This is an optimization exercise on Yosys and OpenROAD, whose aim is a short achievable clock period and few clock cycles, not a production implementation.
Only simulation tests tie the RTL to the original design; equivalence was not proved.
Power and IR drop assume default switching activity.

--- flow/design.v ---
`timescale 1ns / 1ns
module ksadd (
    input  [15:0] a,
    input  [15:0] b,
    input  [ 1:0] k,
    output [16:0] sum
);
  wire [15:0] kk = {14'd0, k};
  wire [15:0] s = a ^ b ^ kk;
  wire [16:0] c = {(a & b) | (a & kk) | (b & kk), 1'b0};
  wire [15:0] g0 = s & c[15:0];
  wire [15:0] p0 = s ^ c[15:0];
  wire [15:0] g1, p1, g2, p2, g3, p3, g4, p4;
  genvar i;
  generate
    for (i = 0; i < 16; i = i + 1) begin : l1
      if (i >= 1) begin : a
        assign g1[i] = g0[i] | (p0[i] & g0[i-1]);
        assign p1[i] = p0[i] & p0[i-1];
      end else begin : b
        assign g1[i] = g0[i];
        assign p1[i] = p0[i];
      end
    end
    for (i = 0; i < 16; i = i + 1) begin : l2
      if (i >= 2) begin : a
        assign g2[i] = g1[i] | (p1[i] & g1[i-2]);
        assign p2[i] = p1[i] & p1[i-2];
      end else begin : b
        assign g2[i] = g1[i];
        assign p2[i] = p1[i];
      end
    end
    for (i = 0; i < 16; i = i + 1) begin : l3
      if (i >= 4) begin : a
        assign g3[i] = g2[i] | (p2[i] & g2[i-4]);
        assign p3[i] = p2[i] & p2[i-4];
      end else begin : b
        assign g3[i] = g2[i];
        assign p3[i] = p2[i];
      end
    end
    for (i = 0; i < 16; i = i + 1) begin : l4
      if (i >= 8) begin : a
        assign g4[i] = g3[i] | (p3[i] & g3[i-8]);
        assign p4[i] = p3[i] & p3[i-8];
      end else begin : b
        assign g4[i] = g3[i];
        assign p4[i] = p3[i];
      end
    end
  endgenerate
  assign sum[15:0] = p0 ^ {g4[14:0], 1'b0};
  assign sum[16] = c[16] ^ g4[15];
endmodule
`timescale 1ns / 1ns
module Temple #(
    parameter ADDR_WIDTH = 16,
    parameter DATA_WIDTH = 16
) (
    input                   clk,
    rst,
    output [ADDR_WIDTH-1:0] addr,
    input  [          15:0] rd_data,
    output [          15:0] wr_data,
    output                  en
);
  localparam QN = 12;   
  localparam CB = 5;   
  localparam NC = 1 << CB;
  localparam OP_NOR = 3'b000, OP_ADD = 3'b001, OP_LD = 3'b010, OP_MOVE = 3'b011;
  localparam OP_SD = 3'b100, OP_SETI = 3'b101, OP_JL = 3'b110, OP_SRL = 3'b111;
  reg  [    15:0] q        [0:QN-1];   
  reg  [  QN+3:1] vt;   
  reg  [    15:0] pcb;   
  reg  [     2:0] padv;
  reg  [    15:0] fa;   
  reg  [    14:0] cw1, cw2, cw3;   
  reg             cah, cbh;   
  reg  [    15:0] caw, cbw;
  reg  [  NC-1:0] c_v;
  reg  [14-CB:0] c_tag    [0:NC-1];
  reg  [    15:0] c_dat    [0:NC-1];
  reg             ev;   
  reg             e_mv;   
  reg  [     4:0] e_mvr;
  reg  [     7:0] e_op;   
  reg             e_za;   
  reg  [     1:0] e_k;   
  reg             e_sm;   
  reg             e_sx;   
  reg  [     4:0] e_smr;
  reg             pw_v;
  reg  [     4:0] pw_r;
  reg  [     4:0] e_l;   
  reg  [    15:0] e_imm;   
  reg  [     2:0] e_cond;   
  reg  [    15:0] opr;   
  reg             msel;   
  reg             mls;   
  reg             mjl;   
  reg             sdf_r;
  reg  [    15:0] sdf_pc;
  reg             en_r;   
  reg  [    14:0] o_opr;   
  reg  [    14:0] o_fa;   
  reg  [    15:0] o_wd;   
  reg  [    15:0] acc;
  reg             cf, nf, zf;
  reg  [29*16-1:0] rfv;   
  wire [    15:0] rv       [0:31];
  genvar gi;
  generate
    for (gi = 0; gi < 29; gi = gi + 1) begin : g_rv
      assign rv[gi] = rfv[16*gi+:16];
    end
  endgenerate
  assign rv[29] = 16'h0000;
  assign rv[30] = 16'h0001;
  assign rv[31] = 16'hffff;
  function [7:0] pdec(input [7:0] b);
    pdec[0] = b[7:5] == OP_MOVE;
    pdec[1] = b == {OP_NOR, 5'd31};
    pdec[2] = b[7:5] == OP_ADD;
    pdec[3] = b == {OP_ADD, 5'd30};
    pdec[4] = b[7:5] == OP_SETI;
    pdec[5] = b[7:5] == OP_JL;
    pdec[6] = (b[7:5] == OP_NOR) | (b[7:5] == OP_ADD) | (b[7:5] == OP_LD) | (b[7:5] == OP_SD) | (b[7:5] == OP_JL);
    pdec[7] = (b[7:5] != OP_MOVE) & (b[7:5] != OP_SD) & (b[7:5] != OP_JL);
  endfunction
  function [1:0] oplen(input [2:0] op);
    oplen = (op == OP_SETI) ? 2'd3 : ((op == OP_JL) ? 2'd2 : 2'd1);
  endfunction
  function opreads(input [2:0] op);
    opreads = (op == OP_NOR) | (op == OP_ADD) | (op == OP_LD) | (op == OP_SD) | (op == OP_JL);
  endfunction
  function brcond(input [2:0] c, input cc, input nn, input zz);
    case (c)
      3'd0: brcond = 1'b0;
      3'd1: brcond = cc;
      3'd2: brcond = nn;
      3'd3: brcond = nn | cc;
      3'd4: brcond = zz;
      3'd5: brcond = zz | cc;
      3'd6: brcond = zz | nn;
      default: brcond = 1'b1;
    endcase
  endfunction
  wire evx = ev & ~sdf_r;
  wire e_nor = e_op[OP_NOR], e_add = e_op[OP_ADD], e_ld = e_op[OP_LD], e_move = e_op[OP_MOVE];
  wire e_sd = e_op[OP_SD], e_seti = e_op[OP_SETI], e_jl = e_op[OP_JL], e_srl = e_op[OP_SRL];
  wire [15:0] aa = e_za ? 16'h0000 : acc;
  wire [16:0] sum;
  ksadd adder (
      .a  (opr),
      .b  (aa),
      .k  (e_k),
      .sum(sum)
  );
  wire [15:0] orv = opr | acc;
  wire [15:0] ax = opr ^ aa;
  wire [15:0] ao = opr | aa;
  wire [15:0] an = opr & aa;
  wire [15:0] k1c = 16'hffff, k2c = 16'hfffe;
  wire z0 = ~|(ax ^ {ao[14:0], 1'b0});
  wire z1 = ~|(ax ^ k1c ^ {an[14:0], 1'b0});
  wire [15:0] cc2 = an | (ao & ~k2c);
  wire z2 = ~|(ax ^ k2c ^ {cc2[14:0], 1'b0});
  wire zk = (e_k == 2'd0) ? z0 : ((e_k == 2'd1) ? z1 : z2);
  reg c_n, n_n, z_n;   
  always @(*) begin
    c_n = cf;
    n_n = nf;
    z_n = zf;
    if (evx & e_nor) begin
      c_n = 1'b0;
      n_n = ~orv[15];
      z_n = &orv;
    end
    if (evx & e_add) begin
      c_n = (e_k != 2'd0) ? zk : sum[16];
      n_n = sum[15];
      z_n = zk;
    end
    if (evx & e_srl) begin
      c_n = 1'b0;
      n_n = 1'b0;
      z_n = ~|acc[15:1];
    end
  end
  reg [15:0] acc_o;   
  always @(*) begin
    acc_o = acc;
    if (evx) begin
      if (e_nor) acc_o = ~orv;
      if (e_srl) acc_o = {1'b0, acc[15:1]};
      if (e_ld) acc_o = rd_data;
      if (e_seti) acc_o = e_imm;
    end
  end
  wire e_addv = evx & e_add;
  wire [15:0] acc_n = e_addv ? sum[15:0] : acc_o;
  wire e_setf = evx & (e_nor | e_add | e_srl);
  wire taken = evx & e_jl & brcond(e_cond, cf, nf, zf);
  wire [15:0] pcq = pcb + {13'd0, padv};
  wire [11:0] pcb1 = pcb[15:4] + 12'd1;
  wire sdhit = evx & e_sd & ((opr[15:4] == pcb[15:4]) | (opr[15:4] == pcb1) | (opr[15:4] == fa[15:4]));
  wire kill = taken | sdf_r;
  wire wa = evx & e_mv;
  wire wb = evx & e_jl;
  wire wc = evx & e_sm;   
  wire wd = pw_v;   
  assign addr = msel ? {o_opr, 1'b0} : {o_fa, 1'b0};
  assign wr_data = o_wd;
  assign en = en_r;
  wire [14:0] faw = fa[15:1];
  wire [14:0] tw = opr[15:1];
  wire sdcw = evx & e_sd;   
  wire [CB-1:0] sdi = tw[CB-1:0];
  wire hita = cah, hitb = cbh;
  wire [15:0] cda = caw, cdb = cbw;
  wire lh0 = c_v[faw[CB-1:0]] & (c_tag[faw[CB-1:0]] == faw[14:CB]);
  wire lh1 = c_v[cw1[CB-1:0]] & (c_tag[cw1[CB-1:0]] == cw1[14:CB]);
  wire lh2 = c_v[cw2[CB-1:0]] & (c_tag[cw2[CB-1:0]] == cw2[14:CB]);
  wire lh3 = c_v[cw3[CB-1:0]] & (c_tag[cw3[CB-1:0]] == cw3[14:CB]);
  wire [15:0] ld0 = c_dat[faw[CB-1:0]];
  wire [15:0] ld1 = c_dat[cw1[CB-1:0]];
  wire [15:0] ld2 = c_dat[cw2[CB-1:0]];
  wire [15:0] ld3 = c_dat[cw3[CB-1:0]];
  wire room = ~vt[QN-3];
  wire pfetch = ~msel & room;
  wire cfetch = mls & hita & room;
  wire useb = pfetch & hitb;
  wire [2:0] op0 = q[0][7:5], op1 = q[1][7:5], op2 = q[2][7:5], op3 = q[3][7:5];
  wire [4:0] r0 = q[0][4:0], r1 = q[1][4:0], r2 = q[2][4:0], r3 = q[3][4:0];
  wire [2:0] op[0:6];
  wire [4:0] rr[0:6];
  wire [6:0] pm, pn, pa, pi, ps, pj, pr, pw;   
  genvar gp;
  generate
    for (gp = 0; gp < 7; gp = gp + 1) begin : g_dec
      assign op[gp] = q[gp][7:5];
      assign rr[gp] = q[gp][4:0];
      assign pm[gp] = q[gp][8];
      assign pn[gp] = q[gp][9];
      assign pa[gp] = q[gp][10];
      assign pi[gp] = q[gp][11];
      assign ps[gp] = q[gp][12];
      assign pj[gp] = q[gp][13];
      assign pr[gp] = q[gp][14];
      assign pw[gp] = q[gp][15];
    end
  endgenerate
  wire [6:0] inc = pi & vt[7:1];   
  wire g0_c = pn[0] & pa[1] & vt[2];
  wire g0_a = pa[0];
  wire g0_k1 = g0_c ? inc[2] : (g0_a & inc[1]);
  wire g0_k2 = g0_c ? (inc[2] & inc[3]) : (g0_a & inc[1] & inc[2]);
  wire [4:1] g0_l;
  assign g0_l[4] = g0_c & g0_k2;
  assign g0_l[3] = (g0_c & g0_k1 & ~g0_k2) | (g0_a & g0_k2) | (~g0_c & ps[0]);
  assign g0_l[2] = (g0_c & ~g0_k1) | (g0_a & g0_k1 & ~g0_k2) | (~g0_c & pj[0]);
  assign g0_l[1] = ~g0_l[4] & ~g0_l[3] & ~g0_l[2];
  wire g0_ok = (g0_l[1] & vt[1]) | (g0_l[2] & vt[2]) | (g0_l[3] & vt[3]) | (g0_l[4] & vt[4]);
  wire g0_s = pw[0] & ((g0_l[1] & pm[1] & vt[2]) | (g0_l[2] & pm[2] & vt[3]) |
                       (g0_l[3] & pm[3] & vt[4]) | (g0_l[4] & pm[4] & vt[5]));
  wire [4:0] g0_sr = g0_l[1] ? r1 : (g0_l[2] ? r2 : (g0_l[3] ? r3 : rr[4]));
  wire g1_c = pn[1] & pa[2] & vt[3];
  wire g1_a = pa[1];
  wire g1_k1 = g1_c ? inc[3] : (g1_a & inc[2]);
  wire g1_k2 = g1_c ? (inc[3] & inc[4]) : (g1_a & inc[2] & inc[3]);
  wire [4:1] g1_l;
  assign g1_l[4] = g1_c & g1_k2;
  assign g1_l[3] = (g1_c & g1_k1 & ~g1_k2) | (g1_a & g1_k2) | (~g1_c & ps[1]);
  assign g1_l[2] = (g1_c & ~g1_k1) | (g1_a & g1_k1 & ~g1_k2) | (~g1_c & pj[1]);
  assign g1_l[1] = ~g1_l[4] & ~g1_l[3] & ~g1_l[2];
  wire g1_ok = (g1_l[1] & vt[2]) | (g1_l[2] & vt[3]) | (g1_l[3] & vt[4]) | (g1_l[4] & vt[5]);
  wire g1_s = pw[1] & ((g1_l[1] & pm[2] & vt[3]) | (g1_l[2] & pm[3] & vt[4]) |
                       (g1_l[3] & pm[4] & vt[5]) | (g1_l[4] & pm[5] & vt[6]));
  wire [4:0] g1_sr = g1_l[1] ? r2 : (g1_l[2] ? r3 : (g1_l[3] ? rr[4] : rr[5]));
  wire g1_conf = g1_c ? (r2 == r0) : (pr[1] & (r1 == r0));
  wire fuse = pm[0] & g1_ok & ~pm[1] & ~g1_conf;
  wire hx = ev & e_sx & (((pr[0] & ~pm[0] & ~pn[0]) & (r0 == e_smr)) |
                         (((pm[0] & pr[1] & ~pn[1]) | (pn[0] & pa[1])) & (r1 == e_smr)) |
                         ((pm[0] & pn[1] & pa[2]) & (r2 == e_smr)));
  wire dv = g0_ok & ~kill & ~hx;
  wire sfx = fuse ? g1_s : g0_s;
  wire [6:0] sh;
  assign sh[0] = ~dv;
  assign sh[1] = dv & (fuse ? 1'b0 : (g0_l[1] & ~g0_s));
  assign sh[2] = dv & (fuse ? (g1_l[1] & ~g1_s) : ((g0_l[2] & ~g0_s) | (g0_l[1] & g0_s)));
  assign sh[3] = dv & (fuse ? ((g1_l[2] & ~g1_s) | (g1_l[1] & g1_s)) : ((g0_l[3] & ~g0_s) | (g0_l[2] & g0_s)));
  assign sh[4] = dv & (fuse ? ((g1_l[3] & ~g1_s) | (g1_l[2] & g1_s)) : ((g0_l[4] & ~g0_s) | (g0_l[3] & g0_s)));
  assign sh[5] = dv & (fuse ? ((g1_l[4] & ~g1_s) | (g1_l[3] & g1_s)) : (g0_l[4] & g0_s));
  assign sh[6] = dv & fuse & g1_l[4] & g1_s;
  wire g0_g = g0_c | g0_a, g1_g = g1_c | g1_a;
  wire [2:0] mop = fuse ? (g1_g ? OP_ADD : op1) : (g0_g ? OP_ADD : op0);
  wire mza = fuse ? g1_c : g0_c;
  wire [1:0] mk = fuse ? {g1_k2, g1_k1 & ~g1_k2} : {g0_k2, g0_k1 & ~g0_k2};
  wire [7:0] bl = fuse ? q[2][7:0] : q[1][7:0];   
  wire [7:0] bh = fuse ? q[3][7:0] : q[2][7:0];   
  wire msm = ~fuse & pm[0];
  wire [4:0] msr = (~fuse & pm[0]) ? r0 : (fuse ? g1_sr : g0_sr);
  function [15:0] fwd(input [4:0] r, input [15:0] p);
    if (r[4:2] == 3'b111 && r[1:0] != 2'b00) fwd = p;
    else if (wb && e_l == r) fwd = pcq;
    else if ((wa && e_mvr == r) || (wc && e_smr == r) || (wd && pw_r == r)) fwd = acc;
    else fwd = p;
  endfunction
  wire [15:0] opd0 = fwd(r0, rv[r0]);
  wire [15:0] opd1 = fwd(r1, rv[r1]);
  wire [15:0] opd2 = fwd(r2, rv[r2]);
  wire os0 = ~fuse & ~g0_c;
  wire os1 = fuse ? ~g1_c : g0_c;
  wire os2 = fuse & g1_c;
  wire [15:0] opd = ({16{os0}} & opd0) | ({16{os1}} & opd1) | ({16{os2}} & opd2);
  wire d_tk = e_setf | brcond(bl[7:5], cf, nf, zf);
  wire d_ld = mop == OP_LD, d_sd = mop == OP_SD, d_jl = mop == OP_JL;
  wire ins_odd = mjl ? opr[0] : fa[0];
  wire [15:0] wa_d = mls ? cda : rd_data;   
  reg  [7:0] insb[0:3];
  wire [15:0] insp[0:3];
  assign insp[0] = {pdec(insb[0]), insb[0]};
  assign insp[1] = {pdec(insb[1]), insb[1]};
  assign insp[2] = {pdec(insb[2]), insb[2]};
  assign insp[3] = {pdec(insb[3]), insb[3]};
  always @(*) begin
    if (ins_odd) begin
      insb[0] = wa_d[15:8];
      insb[1] = cdb[7:0];
      insb[2] = cdb[15:8];
      insb[3] = cdb[15:8];
    end else begin
      insb[0] = wa_d[7:0];
      insb[1] = wa_d[15:8];
      insb[2] = cdb[7:0];
      insb[3] = cdb[15:8];
    end
  end
  wire ins_en = (taken | pfetch | cfetch) & ~sdf_r;
  wire [4:0] nh;
  assign nh[0] = ~ins_en;
  assign nh[1] = ins_en & ins_odd & ~useb;
  assign nh[2] = ins_en & ~ins_odd & ~useb;
  assign nh[3] = ins_en & ins_odd & useb;
  assign nh[4] = ins_en & ~ins_odd & useb;
  wire [QN:0] ceq;
  genvar gk;
  generate
    for (gk = 0; gk <= QN; gk = gk + 1) begin : g_ceq
      if (gk == 0) assign ceq[gk] = ~vt[1];
      else assign ceq[gk] = vt[gk] & ~vt[gk+1];
    end
  endgenerate
  reg [15:0] strm[0:QN+5];
  integer i, j;
  always @(*) begin
    for (i = 0; i < QN + 6; i = i + 1) begin
      strm[i] = (i < QN) ? q[i] : 16'h0000;
      if (i >= QN || !vt[i+1])
        for (j = 0; j < 4; j = j + 1) if (i >= j && i - j <= QN && ceq[i-j]) strm[i] = insp[j];
    end
  end
  reg [15:0] qn[0:QN-1];
  always @(*) begin
    for (i = 0; i < QN; i = i + 1) begin
      qn[i] = ({16{sh[0]}} & strm[i]) | ({16{sh[1]}} & strm[i+1]) | ({16{sh[2]}} & strm[i+2]) |
              ({16{sh[3]}} & strm[i+3]) | ({16{sh[4]}} & strm[i+4]) | ({16{sh[5]}} & strm[i+5]) |
              ({16{sh[6]}} & strm[i+6]);
      if (taken) qn[i] = (i < 4) ? insp[i] : 16'h0000;
    end
  end
  wire [QN+3:1] vb = (taken | sdf_r) ? {(QN + 3) {1'b0}} : vt;
  reg [QN+9:1] va;
  reg [QN+3:1] vn;
  always @(*) begin
    for (i = 1; i <= QN + 9; i = i + 1) begin
      va[i] = nh[0] & ((i <= QN + 3) ? vb[i] : 1'b0);
      for (j = 1; j < 5; j = j + 1)
        va[i] = va[i] | (nh[j] & ((i <= j) ? 1'b1 : ((i - j <= QN + 3) ? vb[i-j] : 1'b0)));
    end
    for (i = 1; i <= QN + 3; i = i + 1) begin
      vn[i] = 1'b0;
      for (j = 0; j < 7; j = j + 1) vn[i] = vn[i] | (sh[j] & va[i+j]);
    end
  end
  wire [2:0] s_n = {sh[4] | sh[5] | sh[6], sh[2] | sh[3] | sh[6], sh[1] | sh[3] | sh[5]};
  always @(posedge clk, negedge rst) begin
    if (!rst) begin
      vt   <= {(QN + 3) {1'b0}};
      pcb  <= 16'd0;
      padv <= 3'd0;
      fa   <= 16'd0;
      cw1  <= 15'd1;
      cw2  <= 15'd2;
      cw3  <= 15'd3;
      cah   <= 1'b0;
      cbh   <= 1'b0;
      ev   <= 1'b0;
      msel <= 1'b0;
      mls  <= 1'b0;
      mjl  <= 1'b0;
      pw_v <= 1'b0;
      sdf_r <= 1'b0;
      o_fa <= 15'd0;
      o_wd <= 16'd0;
      en_r <= 1'b0;
      acc  <= 16'd0;
      cf   <= 1'b0;
      nf   <= 1'b0;
      zf   <= 1'b0;
      c_v  <= {NC{1'b0}};
    end else begin
      vt   <= vn;
      ev   <= dv;
      msel <= dv & (d_ld | d_sd | (d_jl & d_tk));
      mls  <= dv & (d_ld | d_sd);
      mjl  <= dv & d_jl & d_tk;
      pw_v <= evx & e_sx;
      if (evx) o_wd <= acc_n;
      sdf_r <= sdhit;
      en_r <= dv & d_sd & ~sdhit;
      cf   <= c_n;
      nf   <= n_n;
      zf   <= z_n;
      if (taken) begin
        pcb <= opr;
        padv <= 3'd0;
        fa  <= {tw + 15'd1, 1'b0};
        o_fa <= tw + 15'd1;
        cw1 <= tw + 15'd2;
        cw2 <= tw + 15'd3;
        cw3 <= tw + 15'd4;
        cah  <= 1'b0;
        cbh  <= 1'b0;
      end else if (sdf_r) begin
        pcb <= sdf_pc;
        padv <= 3'd0;
        fa  <= sdf_pc;
        o_fa <= sdf_pc[15:1];
        cw1 <= sdf_pc[15:1] + 15'd1;
        cw2 <= sdf_pc[15:1] + 15'd2;
        cw3 <= sdf_pc[15:1] + 15'd3;
        cah  <= 1'b0;
        cbh  <= 1'b0;
      end else begin
        pcb <= pcq;
        padv <= s_n;
        if (pfetch | cfetch) begin
          fa  <= {useb ? cw2 : cw1, 1'b0};
          o_fa <= useb ? o_fa + 15'd2 : o_fa + 15'd1;
          cw1 <= useb ? cw3 : cw2;
          cw2 <= useb ? cw3 + 15'd1 : cw3;
          cw3 <= useb ? cw3 + 15'd2 : cw3 + 15'd1;
          cah  <= (useb ? lh2 : lh1) & ~(sdcw & (sdi == (useb ? cw2[CB-1:0] : cw1[CB-1:0])));
          cbh  <= (useb ? lh3 : lh2) & ~(sdcw & (sdi == (useb ? cw3[CB-1:0] : cw2[CB-1:0])));
          caw  <= useb ? ld2 : ld1;
          cbw  <= useb ? ld3 : ld2;
        end else begin
          cah  <= lh0 & ~(sdcw & (sdi == faw[CB-1:0]));
          cbh  <= lh1 & ~(sdcw & (sdi == cw1[CB-1:0]));
          caw  <= ld0;
          cbw  <= ld1;
        end
      end
      acc  <= acc_n;
      if (pfetch) c_v[faw[CB-1:0]] <= 1'b1;
      else if (taken) c_v[tw[CB-1:0]] <= 1'b1;
      else if (evx & e_sd) c_v[tw[CB-1:0]] <= 1'b1;
    end
  end
  always @(posedge clk) begin
    if (pfetch) begin
      c_tag[faw[CB-1:0]] <= faw[14:CB];
      c_dat[faw[CB-1:0]] <= rd_data;
    end else if (taken) begin
      c_tag[tw[CB-1:0]] <= tw[14:CB];
      c_dat[tw[CB-1:0]] <= rd_data;
    end else if (evx & e_sd) begin
      c_tag[tw[CB-1:0]] <= tw[14:CB];
      c_dat[tw[CB-1:0]] <= acc;
    end
  end
  always @(posedge clk) begin
    for (i = 0; i < QN; i = i + 1) q[i] <= qn[i];
    e_mv  <= fuse;
    e_mvr <= r0;
    e_op  <= 8'd1 << mop;
    e_za  <= mza;
    e_k   <= mk;
    e_sm  <= msm;
    e_sx  <= sfx;
    pw_r  <= e_smr;
    sdf_pc <= pcq;
    e_smr <= msr;
    e_l   <= bl[4:0];
    e_imm <= {bh, bl};
    e_cond <= bl[7:5];
    opr   <= opd;
    if (dv) o_opr <= opd[15:1];
  end
  generate
    for (gi = 0; gi < 29; gi = gi + 1) begin : g_rf
      always @(posedge clk) begin
        if (wb && e_l == gi) rfv[16*gi+:16] <= pcq;
        else if ((wa && e_mvr == gi) || (wc && e_smr == gi) || (wd && pw_r == gi)) rfv[16*gi+:16] <= acc;
      end
    end
  endgenerate
endmodule
--- flow/flow/run.sh ---
#!/bin/bash
# The standard layout (standard.sh), with two changes: the port buffers are
# buf_4 cells instead of the smallest buffer, and the resizer may change a
# cell to one with another footprint (a stronger flip-flop of the same type,
# a faster buffer). make's output goes to flow_make.log here; each ORFS step
# keeps its own log under orfs/logs.
set -o pipefail
bash standard.sh MATCH_CELL_FOOTPRINT=0 "BUFFER_PORTS_ARGS=-buffer_cell sky130_fd_sc_hd__buf_4" finish > flow_make.log 2>&1
--- flow/standard.sh ---
#!/bin/bash
# synth_recipe.tcl (not shown) runs the flow's synth.tcl, then flattens the netlist and writes it again
# the make line also repeats each setting of config.mk as NAME=value (left out here)
make -C /OpenROAD-flow-scripts/flow DESIGN_CONFIG=/design/flow/config.mk WORK_HOME=/design/flow/orfs CLKGATE_MAP_FILE= SYNTH_SCRIPT=/design/flow/synth_recipe.tcl "${@:-finish}"
--- flow/config.mk ---
export PLATFORM = sky130hd
export DESIGN_NAME = Temple
export DESIGN_NICKNAME = Temple
export VERILOG_FILES = /design/flow/design.v
export SDC_FILE = /design/flow/constraint.sdc
export NUM_CORES = 4
export LEC_CHECK = 0
export ABC_CLOCK_PERIOD_IN_PS = 2500
export CAP_MARGIN = 20
export CORE_MARGIN = 2
export CORE_UTILIZATION = 25
export PLACE_DENSITY = 0.45
export SETUP_SLACK_MARGIN = 3.5
export SLEW_MARGIN = 20
--- flow/constraint.sdc ---
create_clock -name core_clock -period 7.0 [get_ports {clk}]
set_input_delay 1.4000 -clock core_clock [delete_from_list [all_inputs] [get_ports {clk}]]
set_output_delay 1.4000 -clock core_clock [all_outputs]
set_load 0.01 [all_outputs]
==> run_summary.xml, run 1 <==
<?xml version="1.0" encoding="UTF-8"?>
<metrics>
  <group name="floorplanning">
    <metric name="core" unit="mm²">0.494</metric>
    <metric name="floorplan.die.height" unit="µm">708</metric>
    <metric name="die-width" unit="µm">708</metric>
    <metric name="fp-row-count" unit="">258</metric>
    <metric name="start_util" unit="%">25.1</metric>
    <metric name="ios" unit="">51</metric>
    <metric name="dieArea" unit="mm²">0.502</metric>
  </group>
  <group name="detailed_routing">
    <metric name="route.detailed.vias_per_inst" unit="">6.63</metric>
    <metric name="drc_errors" unit="">0</metric>
    <metric name="postRouteAntennaNets" unit="">0</metric>
    <metric name="routedWlPerCell" unit="µm">40.1</metric>
    <metric name="detail_route.iter0.violations" unit="">23400</metric>
    <metric name="vias" unit="">123000</metric>
    <metric name="firstDrtPassIters" unit="">15</metric>
    <metric name="postRouteWirelength" unit="mm">742</metric>
  </group>
  <group name="timing">
    <metric name="report.final.slew_viol_count" unit="">0</metric>
    <metric name="setup_viol" unit="">0</metric>
    <metric name="hold_ws" unit="ns">0.256</metric>
    <metric name="finalHoldViolCount" unit="">0</metric>
    <metric name="post-route-period-util" unit="%">53.4</metric>
    <metric name="finClkSkew" unit="ns">0.116</metric>
    <metric name="worstMarginPinSlew" unit="ns">1.30</metric>
    <metric name="setup-tns-final" unit="ns">0</metric>
    <metric name="clock.fmax" unit="MHz">267</metric>
    <metric name="max_transition_margin" unit="%">13.5</metric>
    <metric name="unrepaired_setup_endpoints_after_global_routing" unit="">true</metric>
    <metric name="layout_min_cycle_time" unit="ns">3.74</metric>
  </group>
  <group name="outcome">
    <metric name="outcome" unit="">complete, no violations</metric>
  </group>
  <group name="critical_path">
    <metric name="worst-r2r-setup-slack" unit="ns">3.26</metric>
    <metric name="endpoint_kind" unit="">register</metric>
    <metric name="cp_slowest_cell" unit="">dfstp_4</metric>
    <metric name="arrival" unit="ns">4.62</metric>
    <metric name="critPathLaunchType" unit="">register</metric>
    <metric name="cp_cell_sequence" unit="">buf_12 &gt; clkbuf_16 &gt; buf_4 &gt; mux4_2 &gt; mux2i_1 &gt; o22a_1 &gt; o21ai_1 &gt; xnor2_1 &gt; nand4_1 &gt; or3_4 &gt; o221ai_4</metric>
    <metric name="max_stage_delay" unit="ns">0.67</metric>
    <metric name="cp_max_fo" unit="">8</metric>
    <metric name="setup.worst_path.class" unit="">reg -&gt; reg</metric>
    <metric name="cp.required" unit="ns">7.88</metric>
  </group>
  <group name="grt">
    <metric name="first_pass_grt_wire_length" unit="mm">983</metric>
    <metric name="antenna_found_initial" unit="">72</metric>
    <metric name="grt_max_degree" unit="">133</metric>
    <metric name="globalRouteTotalUtil" unit="%">27.8</metric>
    <metric name="first_global_vias" unit="">113000</metric>
    <metric name="overflow" unit="">0</metric>
  </group>
  <group name="yosys">
    <metric name="async_reset_ff_share" unit="%">10.4</metric>
    <metric name="synth_commonest_cells" unit="">1,343 x edfxtp_1, 1,111 x nor2_1, 966 x nand2_1, 935 x clkbuf_1, 917 x mux4_2</metric>
    <metric name="yosys.area.top_type" unit="">edfxtp_1</metric>
    <metric name="synthMostInstantiatedCell" unit="">edfxtp_1</metric>
    <metric name="synth_fp_nets" unit="">11800</metric>
    <metric name="fraction_of_synthesized_cell_area_taken_by_the_top_area_cell_type" unit="%">32.5</metric>
    <metric name="yosys_warnings" unit="">28</metric>
    <metric name="ys_ff_latch" unit="">1796</metric>
    <metric name="syn-mean-instance-area" unit="µm²">10.6</metric>
    <metric name="post_synthesis_cell_count" unit="">11800</metric>
    <metric name="synth.area.top_cells" unit="">edfxtp_1 33%, mux4_2 17%, dfxtp_1 4.3%, dfrtp_1 3.7%, a21oi_1 3.6%</metric>
    <metric name="synth_top_flop_cell" unit="">edfxtp_1</metric>
    <metric name="synthDistinctLibCells" unit="">101</metric>
    <metric name="seq_area_frac_synth" unit="%">40.6</metric>
    <metric name="netlist_area" unit="mm²">0.124</metric>
    <metric name="synth_enable_flop_cells" unit="">1343</metric>
  </group>
  <group name="final_layout">
    <metric name="number_of_fillers_in_the_final_layout" unit="">50400</metric>
    <metric name="nets" unit="">11900</metric>
    <metric name="final_layout_size_suffix_gt1_share" unit="%">26.4</metric>
    <metric name="area_growth_syn_to_layout" unit="%">21.3</metric>
    <metric name="multiInputGateArea" unit="mm²">0.0720</metric>
    <metric name="layout.cells.non_filler" unit="">18500</metric>
    <metric name="layout.area.seq" unit="mm²">0.0505</metric>
  </group>
  <group name="min_path">
    <metric name="timing.hold.worst.class" unit="">in -&gt; async</metric>
  </group>
  <group name="clocking">
    <metric name="numCtsBuffers" unit="">219</metric>
    <metric name="root_driver" unit="">clkbuf_16</metric>
    <metric name="clk_pin_slew" unit="ns">0.06</metric>
    <metric name="worst_skew_pair.late_latency" unit="ns">1.00</metric>
    <metric name="cts_tree" unit="">built</metric>
    <metric name="cts-htree-levels" unit="">4</metric>
    <metric name="clock_tree.buffer_depth" unit="">4</metric>
    <metric name="numClockSinks" unit="">1796</metric>
  </group>
  <group name="pwr">
    <metric name="leakage" unit="nW">49.5</metric>
    <metric name="p_per_area" unit="mW/mm²">566</metric>
    <metric name="finalPower" unit="mW">85.3</metric>
    <metric name="worst_ir_drop_vdd" unit="V">0.000405</metric>
  </group>
  <group name="placed_design">
    <metric name="dp_cells" unit="">17500</metric>
    <metric name="gp_congestion" unit="">0.983</metric>
    <metric name="placement.io_buffers" unit="">49</metric>
    <metric name="dpl.hpwl" unit="mm">431</metric>
  </group>
  <group name="flow_run">
    <metric name="drv.max_cap_violation_count" unit="">0</metric>
  </group>
</metrics>
[through the flow]
step           setup WS, ns  utilization [%]  cell area (µm²)
5_1_grt                3.26             30.5           150000
6_report               3.26             30.5           151000
4_1_cts                3.30             29.8           147000
2_1_floorplan          3.25                -           124000
3_3_place_gp           1.90             27.0           133000
3_5_place_dp           1.88             27.0           133000
[metal layers]
layer | global-route usage, % | up-vias | wire [µm]
li1 | - | 47100 | -
met1 | 35.0 | 61300 | 271000
met2 | 40.1 | 11000 | 303000
met3 | 10.8 | 3263 | 108000
met4 | 16.1 | 50 | 59700
met5 | 0.500 | - | 646
[timing repair]
item | 4_1_cts | 5_1_grt
hold buffers | 0 | 0
resized for setup | 492 | 349
hold endpoints to repair | 0 | 0
pin swaps | 105 | 71
buffers inserted | 350 | 121
setup endpoints to repair | 1659 | 985
cloned | 48 | 31
[where the power goes]
| group | switching [mW] | internal (mW) | leakage [nW] |
|---|---|---|---|
| Clock | 5.32 | 7.17 | 3.65 |
| Sequential | 2.98 | 14.6 | 16.6 |
| Combinational | 35.1 | 20.1 | 29.3 |
| Total | 43.4 | 41.8 | 49.5 |
[cells in the final DEF (no fill, tap or decap), types with 180 or more instances in the layout]
| cell | Yosys | final |
|---|---|---|
| dfxtp_1 | 267 | 250 |
| mux2i_1 | 337 | 325 |
| clkbuf_16 | 0 | 267 |
| a221oi_1 | 290 | 277 |
| o21ai_0 | 657 | 619 |
| o22ai_1 | 288 | 272 |
| a21oi_1 | 903 | 871 |
| a22oi_1 | 464 | 461 |
| buf_4 | 16 | 722 |
| nand2_1 | 966 | 925 |
| nor2_1 | 1111 | 945 |
| edfxtp_1 | 1343 | 1343 |
| mux4_2 | 917 | 917 |
| a22o_1 | 181 | 180 |
[final cells by class]
cell class,instances,share of cell area (%)
Antenna cell,29,0.0482
Clock buffer,278,3.97
Clock inverter,127,1.01
Inverter,118,0.355
Multi-Input combinational cell,8583,47.8
Sequential cell,1796,33.5
Tap cell,6500,5.40
Timing Repair Buffer,1082,7.80
Timing Repair inverter,4,0.0283
[registers in the layout, summed over array words and instances (netlist names), 16 cells and up]
| name | cells |
|---|---|
| opr | 16 |
| fa | 16 |
| c_v | 32 |
| caw | 16 |
| cbw | 16 |
| sdf_pc | 16 |
| acc | 16 |
| rfv | 464 |
| o_wd | 16 |
| pcb | 16 |
| c_tag | 320 |
| q | 191 |
| c_dat | 512 |
[final timing paths]
path | from | to | cells after the start
worst max register to register | cw1[0]$_DFFE_PN1P_ | cbh$_DFF_PN0_ | 11
worst min register to register | e_sx$_DFF_P_ | pw_v$_DFF_PN0_ | 1
min in group core_clock | e_sx$_DFF_P_ | pw_v$_DFF_PN0_ | 1
max in group asynchronous | rst | vt[9]$_DFF_PN0_ | 3
worst min-delay path | rst | cw2[10]$_DFFE_PN0P_ | 1
worst max-delay path | cw1[0]$_DFFE_PN1P_ | cbh$_DFF_PN0_ | 11
[worst max-delay path, delay by kind of cell (launching register included)]
| kind | cells | cell delay (ns) |
|---|---|---|
| multiplexers | 2 | 0.80 |
| flip-flops | 1 | 0.67 |
| AO/OA/AOI/OAI | 3 | 0.58 |
| AND/OR/NAND/NOR | 2 | 0.58 |
| buffers and inverters | 3 | 0.57 |
| XOR/XNOR | 1 | 0.42 |
[cell families (layout without fill, tap and decap cells)]
kind of cell    count (synthesis)  count (layout)  share of synthesized area, %
xor+xnor                      320             320                          2.26
flops                        1796            1796                          40.6
buf+inv                      1394            1609                          4.46
simple gates                 2892            2911                          10.2
other cells                     1              30                       0.00302
compound gates               3887            3890                          21.2
mux                          1384            1384                          20.6
fa+ha+maj                      77              77                         0.801
Testbench counts, summed over its fixed seeds: cycles 103,580.
==> run 2, diff against run 1 <==
--- a/flow/config.mk
+++ b/flow/config.mk
@@ -8,7 +8,7 @@
 export ABC_CLOCK_PERIOD_IN_PS = 2500
 export CAP_MARGIN = 20
 export CORE_MARGIN = 2
-export CORE_UTILIZATION = 25
-export PLACE_DENSITY = 0.45
+export CORE_UTILIZATION = 32
+export PLACE_DENSITY = 0.55
 export SETUP_SLACK_MARGIN = 3.5
 export SLEW_MARGIN = 20
==> run 2 against run 1 <==
Against the previous run:
- sequential power is essentially flat
- sequential share of layout area grew 1.2 points
- still clean
- highest routed layer unchanged
- synthesized area is the same
- critical endpoint is now cah$_DFF_PN0_
- first-iteration DRC count grew 2.3%
- cell count shrank 8.1%
- routed wire length shrank 8.1%
- via count shrank 0.52%
==> run_summary.xml, run 2 <==
<?xml version="1.0" encoding="UTF-8"?>
<metrics>
  <group name="floorplanning">
    <metric name="start_util" unit="%">32.2</metric>
    <metric name="ios" unit="">51</metric>
    <metric name="fp-row-count" unit="">228</metric>
    <metric name="dieArea" unit="mm²">0.393</metric>
    <metric name="floorplan.die.height" unit="µm">627</metric>
    <metric name="core" unit="mm²">0.386</metric>
    <metric name="die-width" unit="µm">627</metric>
  </group>
  <group name="grt">
    <metric name="grt_max_degree" unit="">87</metric>
    <metric name="first_global_vias" unit="">112000</metric>
    <metric name="first_pass_grt_wire_length" unit="mm">926</metric>
    <metric name="overflow" unit="">0</metric>
    <metric name="globalRouteTotalUtil" unit="%">33.3</metric>
    <metric name="antenna_found_initial" unit="">41</metric>
  </group>
  <group name="clocking">
    <metric name="root_driver" unit="">clkbuf_16</metric>
    <metric name="numClockSinks" unit="">1796</metric>
    <metric name="clk_pin_slew" unit="ns">0.06</metric>
    <metric name="cts_tree" unit="">built</metric>
    <metric name="ctsHoldBuffers" unit="">0</metric>
    <metric name="clock_tree.buffer_depth" unit="">4</metric>
    <metric name="worst_skew_pair.late_latency" unit="ns">1.04</metric>
    <metric name="cts-htree-levels" unit="">4</metric>
    <metric name="numCtsBuffers" unit="">219</metric>
  </group>
  <group name="yosys">
    <metric name="seq_area_frac_synth" unit="%">40.6</metric>
    <metric name="netlist_area" unit="mm²">0.124</metric>
    <metric name="yosys.area.top_type" unit="">edfxtp_1</metric>
    <metric name="synth_enable_flop_cells" unit="">1343</metric>
    <metric name="main_combinational_cell_family_by_area_after_synthesis" unit="">compound AO/OA/AOI/OAI gates</metric>
    <metric name="post_synthesis_cell_count" unit="">11800</metric>
    <metric name="synth_fp_nets" unit="">11800</metric>
    <metric name="synthMostInstantiatedCell" unit="">edfxtp_1</metric>
    <metric name="async_reset_ff_share" unit="%">10.4</metric>
    <metric name="yosys_warnings" unit="">28</metric>
    <metric name="fraction_of_synthesized_cell_area_taken_by_the_top_area_cell_type" unit="%">32.5</metric>
    <metric name="synthMuxAreaShare" unit="%">20.6</metric>
    <metric name="ys_ff_latch" unit="">1796</metric>
    <metric name="syn-mean-instance-area" unit="µm²">10.6</metric>
    <metric name="synth_commonest_cells" unit="">1,343 x edfxtp_1, 1,111 x nor2_1, 966 x nand2_1, 935 x clkbuf_1, 917 x mux4_2</metric>
    <metric name="synth_top_flop_cell" unit="">edfxtp_1</metric>
    <metric name="synthDistinctLibCells" unit="">101</metric>
    <metric name="post_synth_xor_area_fraction" unit="%">2.26</metric>
    <metric name="synth.area.top_cells" unit="">edfxtp_1 33%, mux4_2 17%, dfxtp_1 4.3%, dfrtp_1 3.7%, a21oi_1 3.6%</metric>
    <metric name="synth-compound-area-share" unit="%">21.2</metric>
    <metric name="synthSimpleGateAreaFrac" unit="%">10.2</metric>
    <metric name="post_synth_fa_ha_maj_area_fraction" unit="%">0.801</metric>
  </group>
  <group name="final_layout">
    <metric name="mostFrequentLayoutCells" unit="">1,343 x edfxtp_1, 990 x nor2_1, 924 x nand2_1, 917 x mux4_2, 874 x a21oi_1</metric>
    <metric name="finish.utilization" unit="%">37.7</metric>
    <metric name="nets" unit="">11700</metric>
    <metric name="mostFrequentLayoutCell" unit="">edfxtp_1</metric>
    <metric name="final_layout_size_suffix_gt1_share" unit="%">24.3</metric>
    <metric name="area_growth_syn_to_layout" unit="%">17.2</metric>
    <metric name="largest_register_ff_count" unit="">512</metric>
  </group>
  <group name="timing">
    <metric name="setup-tns-final" unit="ns">0</metric>
    <metric name="finalHoldViolCount" unit="">0</metric>
    <metric name="finClkSkew" unit="ns">0.133</metric>
    <metric name="layout_min_cycle_time" unit="ns">3.72</metric>
    <metric name="max_transition_margin" unit="%">16.0</metric>
    <metric name="post-route-period-util" unit="%">53.2</metric>
    <metric name="report.final.slew_viol_count" unit="">0</metric>
    <metric name="unrepaired_setup_endpoints_after_global_routing" unit="">true</metric>
    <metric name="setup_viol" unit="">0</metric>
    <metric name="worstMarginPinSlew" unit="ns">1.26</metric>
    <metric name="clock.fmax" unit="MHz">269</metric>
  </group>
  <group name="critical_path">
    <metric name="r2r-start" unit="">cw2[4]$_DFFE_PN0P_</metric>
    <metric name="cp_slowest_cell" unit="">dfrtp_2</metric>
    <metric name="timing.rr.end" unit="">cah$_DFF_PN0_</metric>
    <metric name="crit_cells" unit="">9</metric>
    <metric name="cp_cell_sequence" unit="">nand2_1 &gt; nor2_2 &gt; a22oi_1 &gt; o221ai_1 &gt; xor2_1 &gt; nor3_1 &gt; and4b_1 &gt; and2_1 &gt; o32a_1</metric>
    <metric name="setup.worst_path.class" unit="">reg -&gt; reg</metric>
    <metric name="critPathLaunch" unit="">cw2[4]$_DFFE_PN0P_</metric>
    <metric name="worst_r2r_path_depth" unit="">9</metric>
    <metric name="cp_max_fo" unit="">14</metric>
    <metric name="worst-r2r-setup-slack" unit="ns">3.28</metric>
    <metric name="crit_family" unit="">simple AND/OR/NAND/NOR gates</metric>
    <metric name="cp.buffers_inverters" unit="">0</metric>
    <metric name="cp.required" unit="ns">7.82</metric>
    <metric name="critPathLaunchType" unit="">register</metric>
    <metric name="arrival" unit="ns">4.55</metric>
    <metric name="worstSetupEndpoint" unit="">cah$_DFF_PN0_</metric>
    <metric name="endpoint_kind" unit="">register</metric>
    <metric name="max_stage_delay" unit="ns">0.82</metric>
  </group>
  <group name="pwr">
    <metric name="p_per_area" unit="mW/mm²">559</metric>
    <metric name="leakage" unit="nW">48.0</metric>
    <metric name="worst_ir_drop_vdd" unit="V">0.000312</metric>
  </group>
  <group name="detailed_routing">
    <metric name="detail_route.iter0.violations" unit="">23900</metric>
    <metric name="postRouteWirelength" unit="mm">682</metric>
    <metric name="route.detailed.vias_per_inst" unit="">7.18</metric>
    <metric name="firstDrtPassIters" unit="">17</metric>
    <metric name="routedWlPerCell" unit="µm">40.1</metric>
    <metric name="vias" unit="">122000</metric>
    <metric name="drc_errors" unit="">0</metric>
    <metric name="postRouteAntennaNets" unit="">0</metric>
  </group>
  <group name="outcome">
    <metric name="outcome" unit="">complete, no violations</metric>
  </group>
  <group name="placed_design">
    <metric name="dpl.hpwl" unit="mm">404</metric>
    <metric name="placement.io_buffers" unit="">49</metric>
    <metric name="gp_congestion" unit="">1.02</metric>
  </group>
  <group name="flow_run">
    <metric name="drv.max_cap_violation_count" unit="">0</metric>
  </group>
  <group name="min_path">
    <metric name="timing.hold.worst.class" unit="">in -&gt; async</metric>
  </group>
</metrics>
run 2: cell counts after synthesis:
No cell type changed its count.
run 2: logic make-up (layout without fill, tap and decap cells):
family          count (synthesis)  count (layout)
other cells                     1              42
simple gates                 2892            2910
fa+ha+maj                      77              77
compound gates               3887            3889
buf+inv                      1394            1424
xor+xnor                      320             320
flops                        1796            1796
mux                          1384            1385
run 2: metrics by stage:
stage	hold slack, ns	instances	setup slack [ns]	total power, mW	cell area, µm²
CTS	0.297	16900	3.36	77.1	143000
global placement	0.482	16200	1.57	62.0	131000
floorplan	0.326	11800	3.25	45.4	124000
detailed placement	0.484	16200	1.50	62.1	131000
finish	0.307	17000	3.28	81.3	145000
global route	0.324	17000	3.25	83.0	145000
run 2: power breakdown:
part           internal, mW  switching [mW]
Clock                  6.72            5.19
Sequential             14.6            3.10
Combinational          19.1            32.6
Total                  40.4            40.9
run 2: layout make-up:
type / count / area, µm²
Clock buffer: 276 / 5890
Tap cell: 5175 / 6470
Inverter: 118 / 536
Multi-Input combinational cell: 8582 / 71300
Antenna cell: 41 / 103
Clock inverter: 128 / 1290
Sequential cell: 1796 / 50500
Timing Repair Buffer: 899 / 9260
Fill cell: 37700 / 240000
Timing Repair inverter: 3 / 31.3
run 2: worst min-delay path by stage:
stage,start,slack [ns],endpoint,depth (start not counted)
6_report,rst,0.31,o_wd[8]$_DFFE_PN0P_,1
5_1_grt,rst,0.32,o_wd[8]$_DFFE_PN0P_,1
3_5_place_dp,sdf_pc[0]$_DFF_P_,0.48,fa[0]$_DFFE_PN0P_,1
4_1_cts,rst,0.30,o_wd[8]$_DFFE_PN0P_,1
2_1_floorplan,q[0][0]$_DFF_P_,0.33,e_mvr[0]$_DFF_P_,0
3_3_place_gp,sdf_pc[0]$_DFF_P_,0.48,fa[0]$_DFFE_PN0P_,1
run 2: timing repair:
item                                    4_1_cts  5_1_grt
cloned                                       41       15
endpoints found under the setup margin     1602     1375
pin swaps                                    74       55
buffers inserted                            208       89
gates resized for setup                     485      287
run 2: worst reg2reg max path, cell delays in order, from the launching register on:
cell and delay (ns):
dfrtp_2 0.82, nand2_1 0.63, nor2_2 0.64, a22oi_1 0.18
o221ai_1 0.34, xor2_1 0.26, nor3_1 0.08, and4b_1 0.19
and2_1 0.15, o32a_1 0.32
run 2: layer usage:
metal	wire (µm)	vias to the layer above	GRT usage [%]	share of wire, %
met3	105000	3526	13.4	15
met4	61600	26	22.6	9.0
met5	295	-	0.815	0.043
met1	236000	60000	40.7	35
met2	279000	11900	47.7	41
li1	-	46700	-	-
==> run 3, diff against run 2 <==
--- a/flow/design.v
+++ b/flow/design.v
@@ -102,8 +102,7 @@
   reg             sdf_r;
   reg  [    15:0] sdf_pc;
   reg             en_r;   
-  reg  [    14:0] o_opr;   
-  reg  [    14:0] o_fa;   
+  reg  [    14:0] a_r;   
   reg  [    15:0] o_wd;   
   reg  [    15:0] acc;
   reg             cf, nf, zf;
@@ -210,7 +209,7 @@
   wire wb = evx & e_jl;
   wire wc = evx & e_sm;   
   wire wd = pw_v;   
-  assign addr = msel ? {o_opr, 1'b0} : {o_fa, 1'b0};
+  assign addr = {a_r, 1'b0};
   assign wr_data = o_wd;
   assign en = en_r;
   wire [14:0] faw = fa[15:1];
@@ -385,6 +384,9 @@
     end
   end
   wire [2:0] s_n = {sh[4] | sh[5] | sh[6], sh[2] | sh[3] | sh[6], sh[1] | sh[3] | sh[5]};
+  wire ms_n = dv & (d_ld | d_sd | (d_jl & d_tk));
+  wire [14:0] fw_n = taken ? tw + 15'd1 : (sdf_r ? sdf_pc[15:1] :
+                     ((pfetch | cfetch) ? (useb ? cw2 : cw1) : fa[15:1]));
   always @(posedge clk, negedge rst) begin
     if (!rst) begin
       vt   <= {(QN + 3) {1'b0}};
@@ -402,7 +404,7 @@
       mjl  <= 1'b0;
       pw_v <= 1'b0;
       sdf_r <= 1'b0;
-      o_fa <= 15'd0;
+      a_r  <= 15'd0;
       o_wd <= 16'd0;
       en_r <= 1'b0;
       acc  <= 16'd0;
@@ -413,7 +415,8 @@
     end else begin
       vt   <= vn;
       ev   <= dv;
-      msel <= dv & (d_ld | d_sd | (d_jl & d_tk));
+      msel <= ms_n;
+      a_r  <= ms_n ? opd[15:1] : fw_n;
       mls  <= dv & (d_ld | d_sd);
       mjl  <= dv & d_jl & d_tk;
       pw_v <= evx & e_sx;
@@ -427,7 +430,6 @@
         pcb <= opr;
         padv <= 3'd0;
         fa  <= {tw + 15'd1, 1'b0};
-        o_fa <= tw + 15'd1;
         cw1 <= tw + 15'd2;
         cw2 <= tw + 15'd3;
         cw3 <= tw + 15'd4;
@@ -437,7 +439,6 @@
         pcb <= sdf_pc;
         padv <= 3'd0;
         fa  <= sdf_pc;
-        o_fa <= sdf_pc[15:1];
         cw1 <= sdf_pc[15:1] + 15'd1;
         cw2 <= sdf_pc[15:1] + 15'd2;
         cw3 <= sdf_pc[15:1] + 15'd3;
@@ -448,7 +449,6 @@
         padv <= s_n;
         if (pfetch | cfetch) begin
           fa  <= {useb ? cw2 : cw1, 1'b0};
-          o_fa <= useb ? o_fa + 15'd2 : o_fa + 15'd1;
           cw1 <= useb ? cw3 : cw2;
           cw2 <= useb ? cw3 + 15'd1 : cw3;
           cw3 <= useb ? cw3 + 15'd2 : cw3 + 15'd1;
@@ -497,7 +497,6 @@
     e_imm <= {bh, bl};
     e_cond <= bl[7:5];
     opr   <= opd;
-    if (dv) o_opr <= opd[15:1];
   end
   generate
     for (gi = 0; gi < 29; gi = gi + 1) begin : g_rf
--- a/flow/config.mk
+++ b/flow/config.mk
@@ -8,7 +8,7 @@
 export ABC_CLOCK_PERIOD_IN_PS = 2500
 export CAP_MARGIN = 20
 export CORE_MARGIN = 2
-export CORE_UTILIZATION = 32
-export PLACE_DENSITY = 0.55
+export CORE_UTILIZATION = 25
+export PLACE_DENSITY = 0.45
 export SETUP_SLACK_MARGIN = 3.5
 export SLEW_MARGIN = 20
==> run 3 against run 2 <==
Against the previous run:
- die area grew 28%
- cell area grew 4.6%
- worst hold slack gained 0.029 ns
- flip-flop and latch count shrank 15
- critical path depth grew 2
- combinational power grew 14%
- synthesized area grew 0.45%
- first-iteration DRC count shrank 3.6%
- clock skew is essentially flat
- still clean on timing, DRC and antenna
- global-route usage shrank 4.8 points
- cell count grew 10%
==> run_summary.xml, run 3 <==
<?xml version="1.0" encoding="UTF-8"?>
<metrics>
  <group name="outcome">
    <metric name="outcome" unit="">complete, no violations</metric>
  </group>
  <group name="grt">
    <metric name="first_pass_grt_wire_length" unit="mm">1010</metric>
    <metric name="overflow" unit="">0</metric>
    <metric name="grt_max_degree" unit="">128</metric>
    <metric name="globalRouteTotalUtil" unit="%">28.5</metric>
    <metric name="first_global_vias" unit="">113000</metric>
    <metric name="antenna_found_initial" unit="">59</metric>
  </group>
  <group name="critical_path">
    <metric name="cp_slowest_cell" unit="">a2111oi_1</metric>
    <metric name="arrival" unit="ns">4.58</metric>
    <metric name="cp_cell_sequence" unit="">buf_8 &gt; buf_4 &gt; and2_1 &gt; and3_1 &gt; a2111oi_1 &gt; nand3_1 &gt; or4_1 &gt; o21ai_0 &gt; a22o_1 &gt; a211oi_2 &gt; mux2_2</metric>
    <metric name="crit_family" unit="">simple AND/OR/NAND/NOR gates</metric>
    <metric name="cp.buffers_inverters" unit="">2</metric>
    <metric name="setup.worst_path.class" unit="">reg -&gt; reg</metric>
    <metric name="cp.required" unit="ns">7.81</metric>
    <metric name="endpoint_kind" unit="">register</metric>
    <metric name="critPathLaunchType" unit="">register</metric>
    <metric name="cp_max_fo" unit="">11</metric>
    <metric name="max_stage_delay" unit="ns">0.72</metric>
  </group>
  <group name="yosys">
    <metric name="async_reset_ff_share" unit="%">10.4</metric>
    <metric name="yosys.area.top_type" unit="">edfxtp_1</metric>
    <metric name="fraction_of_synthesized_cell_area_taken_by_the_top_area_cell_type" unit="%">32.0</metric>
    <metric name="synth_top_flop_cell" unit="">edfxtp_1</metric>
    <metric name="ys_ff_latch" unit="">1781</metric>
    <metric name="synth.area.top_cells" unit="">edfxtp_1 32%, mux4_2 17%, a22oi_1 4.6%, dfxtp_1 4.3%, dfrtp_1 3.7%</metric>
    <metric name="synth_enable_flop_cells" unit="">1328</metric>
    <metric name="synthDistinctLibCells" unit="">106</metric>
    <metric name="post_synthesis_cell_count" unit="">11800</metric>
    <metric name="syn-mean-instance-area" unit="µm²">10.6</metric>
    <metric name="netlist_area" unit="mm²">0.125</metric>
    <metric name="yosys_warnings" unit="">28</metric>
    <metric name="synthMostInstantiatedCell" unit="">edfxtp_1</metric>
    <metric name="synth_fp_nets" unit="">11900</metric>
    <metric name="seq_area_frac_synth" unit="%">40.0</metric>
    <metric name="synth_commonest_cells" unit="">1,328 x edfxtp_1, 1,001 x nand2_1, 995 x nor2_1, 942 x mux4_2, 891 x clkbuf_1</metric>
  </group>
  <group name="timing">
    <metric name="unrepaired_setup_endpoints_after_global_routing" unit="">true</metric>
    <metric name="finalHoldViolCount" unit="">0</metric>
    <metric name="layout_min_cycle_time" unit="ns">3.78</metric>
    <metric name="worstMarginPinSlew" unit="ns">1.36</metric>
    <metric name="setup-tns-final" unit="ns">0</metric>
    <metric name="post-route-period-util" unit="%">54.0</metric>
    <metric name="clock.fmax" unit="MHz">265</metric>
    <metric name="report.final.slew_viol_count" unit="">0</metric>
    <metric name="finClkSkew" unit="ns">0.133</metric>
    <metric name="max_transition_margin" unit="%">9.66</metric>
    <metric name="setup_viol" unit="">0</metric>
  </group>
  <group name="placed_design">
    <metric name="gp_congestion" unit="">1.01</metric>
    <metric name="placement.io_buffers" unit="">49</metric>
    <metric name="dpl.hpwl" unit="mm">454</metric>
  </group>
  <group name="pwr">
    <metric name="worst_ir_drop_vdd" unit="V">0.000604</metric>
    <metric name="power_switching" unit="mW">46.3</metric>
    <metric name="leakage" unit="nW">50.5</metric>
    <metric name="p_int" unit="mW">43.7</metric>
    <metric name="p_per_area" unit="mW/mm²">592</metric>
    <metric name="p_comb_share" unit="%">65.7</metric>
    <metric name="power.share.switching" unit="%">51.4</metric>
    <metric name="sequentialPowerShare" unit="%">20.0</metric>
    <metric name="share_clk_of_total_power" unit="%">14.4</metric>
  </group>
  <group name="final_layout">
    <metric name="mostFrequentLayoutCells" unit="">1,328 x edfxtp_1, 968 x nand2_1, 942 x mux4_2, 888 x nor2_1, 768 x buf_4</metric>
    <metric name="largest_register_ff_count" unit="">512</metric>
    <metric name="finish.utilization" unit="%">30.6</metric>
    <metric name="area_growth_syn_to_layout" unit="%">22.1</metric>
    <metric name="multiInputGateArea" unit="mm²">0.0728</metric>
    <metric name="mostFrequentLayoutCell" unit="">edfxtp_1</metric>
    <metric name="layout.area.seq" unit="mm²">0.0501</metric>
    <metric name="nets" unit="">11900</metric>
    <metric name="number_of_fillers_in_the_final_layout" unit="">50700</metric>
    <metric name="final_layout_size_suffix_gt1_share" unit="%">27.2</metric>
  </group>
  <group name="clocking">
    <metric name="clk_pin_slew" unit="ns">0.07</metric>
    <metric name="ctsHoldBuffers" unit="">0</metric>
    <metric name="numClockSinks" unit="">1781</metric>
    <metric name="clock_tree.buffer_depth" unit="">4</metric>
    <metric name="worst_skew_pair.late_latency" unit="ns">1.00</metric>
    <metric name="root_driver" unit="">clkbuf_16</metric>
    <metric name="cts-htree-levels" unit="">4</metric>
    <metric name="numCtsBuffers" unit="">222</metric>
    <metric name="cts_tree" unit="">built</metric>
  </group>
  <group name="detailed_routing">
    <metric name="postRouteWirelength" unit="mm">758</metric>
    <metric name="detail_route.iter0.violations" unit="">23000</metric>
    <metric name="vias" unit="">123000</metric>
    <metric name="firstDrtPassIters" unit="">22</metric>
    <metric name="postRouteAntennaNets" unit="">0</metric>
    <metric name="routedWlPerCell" unit="µm">40.4</metric>
    <metric name="drc_errors" unit="">0</metric>
    <metric name="route.detailed.vias_per_inst" unit="">6.57</metric>
  </group>
  <group name="floorplanning">
    <metric name="core" unit="mm²">0.497</metric>
    <metric name="dieArea" unit="mm²">0.504</metric>
    <metric name="floorplan.die.height" unit="µm">710</metric>
    <metric name="fp-row-count" unit="">259</metric>
    <metric name="ios" unit="">51</metric>
    <metric name="start_util" unit="%">25.1</metric>
    <metric name="die-width" unit="µm">710</metric>
  </group>
  <group name="min_path">
    <metric name="timing.hold.worst.class" unit="">in -&gt; async</metric>
  </group>
  <group name="flow_run">
    <metric name="drv.max_cap_violation_count" unit="">0</metric>
  </group>
</metrics>
==> run 3: metal layers <==
layer | routed length, µm | global-route usage (%) | share of wire [%]
met4 | 64600 | 18.7 | 8.5
met1 | 279000 | 36.1 | 37
met3 | 101000 | 9.58 | 13
met2 | 312000 | 41.0 | 41
met5 | 476 | 0.457 | 0.063
==> run 3: cell families after synthesis <==
family                     synth area share [%]
xor gates and xnor gates                   2.19
DFF                                        40.0
muxes                                      20.8
buffers and inverters                      4.66
adders and majority gates                 0.787
other                                   0.00301
AOI/OAI and AO/OA                          20.4
and+or+nand+nor                            11.2
==> run 3: power groups by stage <==
stage	Sequential (mW)	Combinational (mW)	Clock [mW]
6_report	18.0	59.1	13.0
5_1_grt	18.0	60.6	13.4
4_1_cts	17.8	54.1	13.0
3_5_place_dp	18.5	49.4	0
3_3_place_gp	18.6	49.4	0
2_1_floorplan	15.7	32.3	0
==> run 3: repair_timing <==
item,in CTS,in global routing
hold endpoints to repair,0,0
pin swaps,116,161
setup buffers,299,169
setup endpoints to repair,1767,629
resized for setup,598,380
cloned,45,32
==> run 3: per-stage QoR <==
step	power, mW	cell area, µm²	std cells	hold WS (ns)	setup slack (ns)
global route	92.0	152000	18700	0.332	3.25
finish	90.0	152000	18700	0.337	3.22
CTS	85.0	148000	18500	0.299	3.31
detailed placement	67.9	134000	17700	0.480	1.82
global placement	68.0	134000	17700	0.467	1.83
floorplan	48.0	125000	11800	0.326	3.24
==> run 3: area by class of cell <==
type / instances / area share (%)
antenna: 29 / 0.0477
clock buffer: 262 / 3.85
sequential: 1781 / 32.9
timing repair buffer: 1128 / 8.12
tap: 6655 / 5.47
multi-input combinational: 8578 / 47.9
timing repair inverter: 1 / 0.00494
clock inverter: 152 / 1.31
inverter: 142 / 0.403
==> run 3: final timing paths <==
check                      slack (ns)                 to               from  cells past startpoint
hold reg to reg                  0.49  fa[0]$_DFFE_PN0P_  sdf_pc[0]$_DFF_P_                      1
hold / removal                   0.34    vt[5]$_DFF_PN0_                rst                      1
setup reg to reg                 3.22  a_r[14]$_DFF_PN0_    q[2][0]$_DFF_P_                     11
setup / recovery                 3.22  a_r[14]$_DFF_PN0_    q[2][0]$_DFF_P_                     11
max in group asynchronous        5.34  fa[3]$_DFFE_PN0P_                rst                      2
min in group core_clock          0.49  fa[0]$_DFFE_PN0P_  sdf_pc[0]$_DFF_P_                      1
Testbench counts of run 3, summed over its fixed seeds: cycles 103,580.
==> run 4, diff against run 3 <==
--- a/flow/config.mk
+++ b/flow/config.mk
@@ -8,7 +8,7 @@
 export ABC_CLOCK_PERIOD_IN_PS = 2500
 export CAP_MARGIN = 20
 export CORE_MARGIN = 2
-export CORE_UTILIZATION = 25
-export PLACE_DENSITY = 0.45
+export CORE_UTILIZATION = 20
+export PLACE_DENSITY = 0.4
 export SETUP_SLACK_MARGIN = 3.5
 export SLEW_MARGIN = 20
==> run 4 against run 3 <==
Against the previous run:
- synthesized area stayed put
- die area grew 25%
- critical endpoint is now a_r[9]$_DFF_PN0_
- critical path depth did not move
- routed wire length grew 5.8%
- cell count is 8.8% higher
- clock skew increased by 0.0033 ns
- total power rose by 1.8%
- worst hold slack improved by 0.055 ns
- maximum frequency is 0.16% lower
==> run_summary.xml, run 4 <==
<?xml version="1.0" encoding="UTF-8"?>
<metrics>
  <group name="yosys">
    <metric name="syn-mean-instance-area" unit="µm²">10.6</metric>
    <metric name="synth_enable_flop_cells" unit="">1328</metric>
    <metric name="post_synthesis_cell_count" unit="">11800</metric>
    <metric name="seq_area_frac_synth" unit="%">40.0</metric>
    <metric name="synth_commonest_cells" unit="">1,328 x edfxtp_1, 1,001 x nand2_1, 995 x nor2_1, 942 x mux4_2, 891 x clkbuf_1</metric>
    <metric name="async_reset_ff_share" unit="%">10.4</metric>
    <metric name="synth.area.top_cells" unit="">edfxtp_1 32%, mux4_2 17%, a22oi_1 4.6%, dfxtp_1 4.3%, dfrtp_1 3.7%</metric>
    <metric name="yosys.area.top_type" unit="">edfxtp_1</metric>
    <metric name="fraction_of_synthesized_cell_area_taken_by_the_top_area_cell_type" unit="%">32.0</metric>
    <metric name="synth_top_flop_cell" unit="">edfxtp_1</metric>
    <metric name="synthMostInstantiatedCell" unit="">edfxtp_1</metric>
  </group>
  <group name="grt">
    <metric name="antenna_found_initial" unit="">68</metric>
    <metric name="globalRouteTotalUtil" unit="%">24.0</metric>
    <metric name="first_global_vias" unit="">113000</metric>
    <metric name="grt_max_degree" unit="">148</metric>
  </group>
  <group name="detailed_routing">
    <metric name="vias" unit="">123000</metric>
    <metric name="route.detailed.vias_per_inst" unit="">6.03</metric>
    <metric name="postRouteAntennaNets" unit="">0</metric>
    <metric name="postRouteWirelength" unit="mm">801</metric>
    <metric name="routedWlPerCell" unit="µm">39.3</metric>
    <metric name="detail_route.iter0.violations" unit="">22900</metric>
    <metric name="drc_errors" unit="">0</metric>
    <metric name="firstDrtPassIters" unit="">13</metric>
  </group>
  <group name="floorplanning">
    <metric name="ios" unit="">51</metric>
    <metric name="die-width" unit="µm">793</metric>
    <metric name="start_util" unit="%">20.1</metric>
    <metric name="dieArea" unit="mm²">0.629</metric>
    <metric name="floorplan.die.height" unit="µm">793</metric>
    <metric name="core" unit="mm²">0.620</metric>
  </group>
  <group name="timing">
    <metric name="clock.fmax" unit="MHz">264</metric>
    <metric name="layout_min_cycle_time" unit="ns">3.78</metric>
    <metric name="worstMarginPinSlew" unit="ns">1.24</metric>
    <metric name="setup-tns-final" unit="ns">0</metric>
    <metric name="report.final.slew_viol_count" unit="">0</metric>
    <metric name="postLayoutSetupSlackWorst" unit="ns">3.22</metric>
    <metric name="unrepaired_setup_endpoints_after_global_routing" unit="">true</metric>
    <metric name="finalHoldViolCount" unit="">0</metric>
    <metric name="post-route-period-util" unit="%">54.1</metric>
    <metric name="hold_ws" unit="ns">0.392</metric>
    <metric name="setup_viol" unit="">0</metric>
    <metric name="max_transition_margin" unit="%">17.3</metric>
  </group>
  <group name="pwr">
    <metric name="leakage" unit="nW">50.5</metric>
    <metric name="p_per_area" unit="mW/mm²">594</metric>
    <metric name="worst_ir_drop_vdd" unit="V">0.000389</metric>
    <metric name="finalPower" unit="mW">91.7</metric>
  </group>
  <group name="critical_path">
    <metric name="worst-r2r-setup-slack" unit="ns">3.22</metric>
    <metric name="arrival" unit="ns">4.68</metric>
    <metric name="timing.rr.end" unit="">a_r[9]$_DFF_PN0_</metric>
    <metric name="r2r-start" unit="">q[1][3]$_DFF_P_</metric>
    <metric name="worst_r2r_path_depth" unit="">11</metric>
    <metric name="cp.required" unit="ns">7.90</metric>
    <metric name="cp_max_fo" unit="">8</metric>
  </group>
  <group name="final_layout">
    <metric name="largest_register_ff_count" unit="">512</metric>
    <metric name="nets" unit="">12000</metric>
    <metric name="final_layout_size_suffix_gt1_share" unit="%">27.4</metric>
    <metric name="mostFrequentLayoutCells" unit="">1,328 x edfxtp_1, 967 x nand2_1, 942 x mux4_2, 883 x nor2_1, 793 x buf_4</metric>
    <metric name="area_growth_syn_to_layout" unit="%">23.7</metric>
    <metric name="mostFrequentLayoutCell" unit="">edfxtp_1</metric>
  </group>
  <group name="outcome">
    <metric name="outcome" unit="">complete, no violations</metric>
  </group>
  <group name="placed_design">
    <metric name="dp_cells" unit="">19400</metric>
    <metric name="placement.io_buffers" unit="">49</metric>
    <metric name="dpl.hpwl" unit="mm">479</metric>
    <metric name="detailedPlace.worstSlack" unit="ns">1.80</metric>
  </group>
  <group name="clocking">
    <metric name="clk_pin_slew" unit="ns">0.07</metric>
    <metric name="cts-htree-levels" unit="">4</metric>
    <metric name="cts_tree" unit="">built</metric>
    <metric name="root_driver" unit="">clkbuf_16</metric>
    <metric name="numCtsBuffers" unit="">222</metric>
    <metric name="numClockSinks" unit="">1781</metric>
  </group>
  <group name="min_path">
    <metric name="timing.hold.worst.class" unit="">in -&gt; async</metric>
  </group>
  <group name="flow_run">
    <metric name="drv.max_cap_violation_count" unit="">0</metric>
  </group>
</metrics>
-- run 4: changes by cell type in the layout (fill, tap and decap cells not counted), moves of 12 or more --
cell	change
clkinvlp_4	-15
a221oi_2	-13
buf_4	+25
clkinv_2	+13
a221oi_1	+12
-- run 4: cell type report --
cell class / count / area, µm²
multi-input combinational: 8575 / 73000
clock inverter: 141 / 1740
inverter: 142 / 614
antenna: 38 / 95.1
fill: 65500 / 466000
clock buffer: 269 / 5910
timing repair buffer: 1136 / 12300
sequential: 1781 / 50100
timing repair inverter: 3 / 25.0
tap: 8293 / 10400
-- run 4: per-layer routing --
metal / global-route usage [%] / up-vias / wire length (µm)
met5: 0.197 / - / 463
met4: 15.5 / 46 / 67200
met3: 7.61 / 2885 / 100000
met2: 34.7 / 10300 / 331000
met1: 30.7 / 62400 / 302000
li1: - / 47300 / -
-- run 4: worst max-delay path, stage by stage (launching register included) --
cell	delay, ns
dfxtp_4	0.43
buf_12	0.18
nor3b_4	0.60
and2_2	0.57
buf_4	0.38
a22oi_1	0.14
nand4_1	0.11
nor2_1	0.07
a21oi_1	0.53
o221ai_1	0.25
o221ai_2	0.19
mux2_4	0.22
-- run 4: worst max path at each step --
stage | slack (ns) | endpoint | from | cells past startpoint
after floorplan | 3.24 | c_dat[20][0]$_DFFE_PP_ | fa[3]$_DFFE_PN0P_ | 10
after global placement | 1.72 | q[10][5]$_SDFF_PP0_ | vt[3]$_DFF_PN0_ | 11
after detailed placement | 1.80 | q[2][14]$_DFF_P_ | vt[3]$_DFF_PN0_ | 11
after CTS | 3.29 | cah$_DFF_PN0_ | cw2[0]$_DFFE_PN0P_ | 11
after global routing | 3.22 | cah$_DFF_PN0_ | cw2[0]$_DFFE_PN0P_ | 11
final | 3.22 | a_r[9]$_DFF_PN0_ | q[1][3]$_DFF_P_ | 11
-- run 4: power breakdown --
part | internal [mW] | total [mW] | switching [mW]
Clock | 7.27 | 12.7 | 5.40
Combinational | 21.9 | 60.8 | 38.9
Sequential | 14.6 | 18.1 | 3.57
-- run 4: kinds of logic (layout without fill, tap and decap cells) --
group           after synthesis  after routing  share of synthesized area [%]
compound gates             3721           3726                           20.4
xor+xnor                    311            311                           2.19
fa+ha+maj                    76             76                          0.787
buf+inv                    1427           1691                           4.66
flops                      1781           1781                           40.0
mux                        1394           1396                           20.8
other cells                   1             39                        0.00301
simple gates               3055           3065                           11.2
-- run 4: what timing repair did --
| action | in CTS | in global routing |
|---|---|---|
| pin swaps | 108 | 89 |
| hold endpoints to repair | 0 | 0 |
| buffers inserted | 330 | 147 |
| gates resized for setup | 707 | 316 |
| cloned | 43 | 31 |
| hold buffers | 0 | 0 |
| setup endpoints to repair | 1777 | 703 |
-- run 4: metrics by stage --
| stage | cell area, µm² | utilization, % |
|---|---|---|
| 6_report | 154000 | 24.9 |
| 5_1_grt | 154000 | 24.8 |
| 4_1_cts | 151000 | 24.3 |
| 3_5_place_dp | 136000 | 22.0 |
| 3_3_place_gp | 136000 | 22.0 |
| 2_1_floorplan | 125000 | - |

Setup slack of run 4, layout unchanged: 3.216 ns with ideal ports, 3.216 ns with driving cells assumed (clock clkbuf_16, inputs buf_2), 2.356 ns with port delays also shifted by the 1.121 ns mid clock arrival.
